Source: an optimization exercise on an open RTL-to-GDS flow (aim: small area, a short achievable clock period and few clock cycles). Production flows keep margins and buffers that such runs may drop. RTL that was checked went through simulation tests only; none was proved equivalent to the original.

==> flow/design.v (excerpt) <==
module ALU #(
    parameter DATA_W = 32
)
(
    input                       i_clk,    
    input                       i_rst_n,  
    input                       i_valid,  
    input [DATA_W - 1 : 0]      i_A,      
    input [DATA_W - 1 : 0]      i_B,      
    input [         2 : 0]      i_inst,   
    output [2*DATA_W - 1 : 0]   o_data,   
    output                      o_done    
);
    localparam ADD  = 3'd0;
    localparam SUB  = 3'd1;
    localparam AND  = 3'd2;
    localparam OR   = 3'd3;
    localparam SLT  = 3'd4;
    localparam SRA  = 3'd5;
    localparam MUL  = 3'd6;
    localparam DIV  = 3'd7;
    reg        s_mul;    
    reg        s_mulf;   
    reg        s_div;    
    reg        s_al;     
    reg        done;
    reg [63:0] R;        
    reg        Sx;       
    reg [31:0] D;        
    reg [4:0]  cnt;
    reg        fmt_add;  
    reg        fmt_slt;  
    reg        c24;      
    reg        sg0, sg1;  
    reg        ov0, ov1;  
    wire idle = ~(s_mul | s_mulf | s_div);
    wire [7:0]  o_top = c24 ? D[31:24] : R[31:24];
    wire        o_sgn = c24 ? sg1 : sg0;
    wire        o_ovf = c24 ? ov1 : ov0;
    reg  [31:0] o_lo;
    always @(*) begin
        if (fmt_slt)
            o_lo = {31'd0, o_sgn};
        else if (fmt_add & o_ovf)
            o_lo = {o_sgn, {31{~o_sgn}}};
        else if (fmt_add)
            o_lo = {o_top, R[23:0]};
        else
            o_lo = R[31:0];
    end
    assign o_done = done;
    assign o_data = {R[63:32], o_lo};
    wire [31:0] Rhi = R[63:32];
    wire [31:0] Rlo = R[31:0];
    reg b0_one, b0_two, b0_neg, b1_one, b1_two, b1_neg;
    function [2:0] booth;   
        input hi, mid, lo;
        booth = {mid ^ lo, (hi & ~mid & ~lo) | (~hi & mid & lo), hi};
    endfunction
    wire [36:0] dext = {5'd0, D};
    wire [36:0] p0 = (({37{b0_one}} & dext) | ({37{b0_two}} & {dext[35:0], 1'b0})) ^ {37{b0_neg}};
    wire [36:0] p1m = (({37{b1_one}} & dext) | ({37{b1_two}} & {dext[35:0], 1'b0})) ^ {37{b1_neg}};
    wire [36:0] p1 = {p1m[34:0], b1_neg, b0_neg};
    wire [36:0] x0 = {{5{Sx}}, Rhi};
  ...
Size in the first run: ~2300 cells after synthesis, about 120 flip-flops, ~140 I/O pins, ~17000 um^2 of cells after synthesis.
clock: 8.0 ns
lec_check: 0
cap_margin: 20
core_margin: 2
core_utilization: 35
place_density: 0.5
setup_slack_margin: 3.3
slew_margin: 20
standard.sh (not shown) runs the stock make flow with config.mk's settings and CLKGATE_MAP_FILE= SYNTH_SCRIPT=/design/flow/synth_recipe.tcl, a recipe that flattens the netlist after the stock synthesis.
==> flow/flow/run.sh <==
#!/bin/bash
set -euo pipefail
export BUFFER_PORTS_ARGS="-buffer_cell sky130_fd_sc_hd__buf_1"
bash standard.sh finish > layout.log 2>&1
The starting point went through all stages and came out clean.
Testbench counts at the start, summed over its fixed seeds: cycles 12,085.
Change:
- SETUP_SLACK_MARGIN: 3.3 -> 3.5
Result: The new run finished clean; register-to-register slack gets better by 0.08 ns; routed wire length goes up by a little under a tenth; utilization went up by 2.3 points; cell area went up by a few percent; clock skew barely changes; synthesized cell count is unchanged; synthesized area stays the same.
Change:
==> flow/run.sh (new file) <==
#!/bin/bash
# synth_recipe.tcl (not shown) runs the flow's synth.tcl, then flattens the netlist and writes it again
# the make line also repeats each setting of config.mk as NAME=value (left out here)
make -C /OpenROAD-flow-scripts/flow DESIGN_CONFIG=/design/flow/config.mk WORK_HOME=/design/flow/orfs CLKGATE_MAP_FILE= SYNTH_SCRIPT=/design/flow/synth_recipe.tcl finish
- SETUP_SLACK_MARGIN: 3.5 -> 3.3
removed: flow/flow/run.sh
removed: flow/standard.sh
What happened:
- design area is lower by 0.33%
- sequential share of layout area barely changes
- via count is lower by about 3.7%
- synthesized cell count does not change
- core utilization is lower by 0.13 points
- non-clock buffer count is lower by 42
- clock-buffer cell count is lower by 4
- global-route usage is lower by 1.6 points
- wire length is lower by about 6%

---

The RTL this note starts from:
==> flow/design.v <==
module ALU #(
    parameter DATA_W = 32
)
(
    input                       i_clk,    
    input                       i_rst_n,  
    input                       i_valid,  
    input [DATA_W - 1 : 0]      i_A,      
    input [DATA_W - 1 : 0]      i_B,      
    input [         2 : 0]      i_inst,   
    output [2*DATA_W - 1 : 0]   o_data,   
    output                      o_done    
);
    localparam ADD  = 3'd0;
    localparam SUB  = 3'd1;
    localparam AND  = 3'd2;
    localparam OR   = 3'd3;
    localparam SLT  = 3'd4;
    localparam SRA  = 3'd5;
    localparam MUL  = 3'd6;
    localparam DIV  = 3'd7;
    reg        s_ex;     
    reg        s_mul;    
    reg        s_mulf;   
    reg        s_div;    
    reg        s_al;     
    reg        done;
    reg [63:0] R;        
    reg        Sx;       
    reg [31:0] D;        
    reg        Dx;       
    reg        f_sub;    
    reg        f_slt;    
    reg [4:0]  cnt;
    wire idle = ~(s_ex | s_mul | s_mulf | s_div);
    reg        fmt_sat;  
    reg        fmt_slt;  
    reg        fmt_sgn;  
    assign o_done = done;
    assign o_data[63:32] = R[63:32];
    assign o_data[31]    = fmt_sat ? fmt_sgn : R[31] & ~fmt_slt;
    assign o_data[30:1]  = fmt_sat ? {30{~fmt_sgn}} : R[30:1] & {30{~fmt_slt}};
    assign o_data[0]     = fmt_sat ? ~fmt_sgn : (fmt_slt ? fmt_sgn : R[0]);
    wire [31:0] Rhi = R[63:32];
    wire [31:0] Rlo = R[31:0];
    reg b0_one, b0_two, b0_neg, b1_one, b1_two, b1_neg;
    function [2:0] booth;   
        input hi, mid, lo;
        booth = {mid ^ lo, (hi & ~mid & ~lo) | (~hi & mid & lo), hi};
    endfunction
    wire [36:0] dext = {{5{Dx}}, D};
    wire [36:0] p0 = (({37{b0_one}} & dext) | ({37{b0_two}} & {dext[35:0], 1'b0})) ^ {37{b0_neg}};
    wire [36:0] p1m = (({37{b1_one}} & dext) | ({37{b1_two}} & {dext[35:0], 1'b0})) ^ {37{b1_neg}};
    wire [36:0] p1 = {p1m[34:0], b1_neg, b0_neg};
    wire [36:0] x0 = {{5{Sx}}, Rhi};
    wire [36:0] cs = x0 ^ p0 ^ p1;
    wire [36:0] cc = {(x0[35:0] & p0[35:0]) | (x0[35:0] & p1[35:0]) | (p0[35:0] & p1[35:0]), b1_neg};
    wire [36:0] T  = cs + cc + {36'd0, b1_neg};
    wire [31:0] m0 = Rhi;
    wire [31:0] m1 = m0 | (m0 >> 1);
    wire [31:0] m2 = m1 | (m1 >> 2);
    wire [31:0] m3 = m2 | (m2 >> 4);
    wire [31:0] m4 = m3 | (m3 >> 8);
    wire [31:0] mA = m4 | (m4 >> 16);
    wire dzero = ~|D;
    wire ok4   = ~|(D & ~(mA >> 4));
    wire ok1   = ~|(D & ~(mA >> 1));
    wire q     = ~T[36];
    wire i_and = (i_inst == AND);
    wire i_or  = (i_inst == OR);
    wire i_sra = (i_inst == SRA);
    wire i_mul = (i_inst == MUL);
    wire i_div = (i_inst == DIV);
    wire i_one = i_and | i_or | i_sra;             
    wire i_sgn = ~i_one & ~i_mul & ~i_div;          
    wire [4:0]  shamt = (|i_B[31:5]) ? 5'd31 : i_B[4:0];
    wire [31:0] i_sr  = $signed(i_A) >>> shamt;
    wire [31:0] ld_lo = i_and ? (i_A & i_B) :
                        i_or  ? (i_A | i_B) :
                        i_sra ? i_sr :
                        (i_A & {32{~i_div}});
    wire [31:0] ld_hi = i_A & {32{i_sgn | i_div}};
    always @(posedge i_clk or negedge i_rst_n) begin
        if (!i_rst_n) begin
            s_ex   <= 1'b0;
            s_mul  <= 1'b0;
            s_mulf <= 1'b0;
            s_div  <= 1'b0;
            s_al   <= 1'b0;
            done   <= 1'b0;
        end else begin
            done <= 1'b0;
            if (idle && i_valid) begin
                s_ex  <= i_sgn;
                s_mul <= i_mul;
                s_div <= i_div;
                s_al  <= 1'b0;
                done  <= i_one;
            end
            if (s_ex) begin
                s_ex <= 1'b0;
                done <= 1'b1;
            end
            if (s_mul && cnt == 5'd7) begin
                s_mul  <= 1'b0;
                s_mulf <= Rlo[3];
                done   <= ~Rlo[3];
            end
            if (s_mulf) begin
                s_mulf <= 1'b0;
                done   <= 1'b1;
            end
            if (s_div) begin
                if (!s_al) begin
                    if (dzero) begin
                        s_div <= 1'b0;
                        done  <= 1'b1;
                    end else if (!ok4 && !ok1) begin
                        s_al <= 1'b1;
                        if (cnt == 5'd0) begin
                            s_div <= 1'b0;
                            done  <= 1'b1;
                        end
                    end
                end else if (cnt == 5'd0) begin
                    s_div <= 1'b0;
                    done  <= 1'b1;
                end
            end
        end
    end
    always @(posedge i_clk) begin
        if (idle) begin
            R     <= {ld_hi, ld_lo};
            Sx    <= i_sgn & i_A[31];
            D     <= i_B;
            Dx    <= i_sgn & i_B[31];
            f_sub <= (i_inst == SUB) | (i_inst == SLT);
            f_slt <= (i_inst == SLT);
            cnt   <= 5'd0;
            if (i_mul) begin
                {b0_one, b0_two, b0_neg} <= booth(i_A[1], i_A[0], 1'b0);
                {b1_one, b1_two, b1_neg} <= booth(i_A[3], i_A[2], i_A[1]);
            end else begin
                {b0_one, b0_two, b0_neg} <= {1'b1, 1'b0, i_div | (i_inst == SUB) | (i_inst == SLT)};
                {b1_one, b1_two, b1_neg} <= 3'b000;
            end
        end
        fmt_sat <= s_ex & ~f_slt & (T[32] ^ T[31]);
        fmt_slt <= s_ex & f_slt;
        fmt_sgn <= T[36];
        if (s_ex) begin
            R <= {32'd0, T[31:0]};
        end
        if (s_mul) begin
            R   <= {T[35:4], T[3:0], Rlo[31:4]};
            Sx  <= T[36];
            cnt <= cnt + 5'd1;
            if (cnt == 5'd7) begin
                {b0_one, b0_two, b0_neg} <= {Rlo[3], 2'b00};
                {b1_one, b1_two, b1_neg} <= 3'b000;
            end else begin
                {b0_one, b0_two, b0_neg} <= booth(Rlo[5], Rlo[4], Rlo[3]);
                {b1_one, b1_two, b1_neg} <= booth(Rlo[7], Rlo[6], Rlo[5]);
            end
        end
        if (s_mulf) begin
            R[63:32] <= T[31:0];
        end
        if (s_div) begin
            if (!s_al && dzero) begin
                R[31:0] <= 32'hffffffff;
            end else if (!s_al && ok4) begin
                D   <= D << 4;
                cnt <= cnt + 5'd4;
            end else if (!s_al && ok1) begin
                D   <= D << 1;
                cnt <= cnt + 5'd1;
            end else begin
                if (q) R[63:32] <= T[31:0];
                R[31:0] <= {Rlo[30:0], q};
                D   <= D >> 1;
                cnt <= cnt - 5'd1;
            end
        end
    end
endmodule
Settings: LEC_CHECK=0, ABC_AREA=1, CAP_MARGIN=20, CORE_MARGIN=2, CORE_UTILIZATION=35, PLACE_DENSITY=0.5, SETUP_SLACK_MARGIN=4.0, SLEW_MARGIN=20; clock period 8.0 ns.
run.sh (not shown) runs the stock make flow with config.mk's settings and CLKGATE_MAP_FILE= SYNTH_SCRIPT=/design/flow/synth_recipe.tcl, a recipe that flattens the netlist after the stock synthesis.
Stock flow here: none of the scripts above is used.
Change:
Settings changed: SETUP_SLACK_MARGIN 4.0 to default.
Non-clock buffer count drops by 135.
Worst hold slack stays flat.
Global-route usage drops by 2.2 points.
Critical path depth drops by 3.
Wire length drops by 9.4%.
Via count drops by 6.4%.
Clock-buffer cell count does not change.
Die area is unchanged.
Setup slack gets worse by 1500 ps.
Design area drops by 18%.
Maximum frequency drops by 26%.
Change:
Settings changed: ABC_AREA 1 to default, SETUP_SLACK_MARGIN from default to 3.3.
Outcome: The new run completed with no timing, DRC or antenna violations; setup slack gains 990 ps; core utilization rose by 2.2 points; synthesized area fell by a few percent; critical path depth fell by 5; die area fell by a few percent; final area rose slightly; global-route usage fell by 0.58 points; worst hold slack loses 6.1 ps.
Change:
Settings changed: SETUP_SLACK_MARGIN 3.3 to default.
Outcome: The changed run finished clean. Routed wire length is about the same. Setup slack gets worse by 1300 ps. Final area goes down by 6.7%. Via count goes down by 0.90%.
Function was not checked in any run of this note: the RTL went through the layout flow alone.

## re-timing with driven ports
No port has a modelled driver above. Below, the same layouts with a new extraction and two added sets of constraints.
Step 1 sets driving cells, clkbuf_16 on the clock port and buf_2 on the other inputs (assumed; they add their load-dependent delay and slew).
Step 2 adds t to the input delays and takes it off the output delays; t is the mean of the earliest and latest rising clock arrival at the registers after step 1. Input paths then give back, and output paths get back, about the clock's delay inside the block.
Three values: no drivers, after step 1, after step 2; two values: the first two.
run	shift t [ns]	setup WS [ns]	hold WS [ns]	clock arrival spread, ns	worst slew at a driven data input, ns
the first run of note 1	0.496	3.376 / 3.406 / 2.910	0.565 / 0.565 / 0.565	0.014 / 0.013	0.05
the second run of note 1	0.498	3.535 / 3.546 / 3.048	0.528 / 0.528 / 0.528	0.015 / 0.015	0.05
the third run of note 1	0.502	3.285 / 3.310 / 2.808	0.563 / 0.563 / 0.563	0.012 / 0.012	0.04
the first run of note 2	0.514	3.851 / 3.851 / 3.523	0.463 / 0.463 / 0.463	0.013 / 0.013	0.07
the second run of note 2	0.506	2.363 / 2.396 / 1.890	0.465 / 0.465 / 0.465	0.012 / 0.011	0.07
the third run of note 2	0.497	3.357 / 3.386 / 2.889	0.459 / 0.459 / 0.459	0.023 / 0.023	0.05
the fourth run of note 2	0.502	2.104 / 2.137 / 1.636	0.490 / 0.490 / 0.490	0.018 / 0.017	0.05
After both steps setup and hold are still met in every run listed. For the second run of note 1, which loses most, drivers alone change the setup slack by +0.011 ns; drivers and shift together by -0.487 ns.
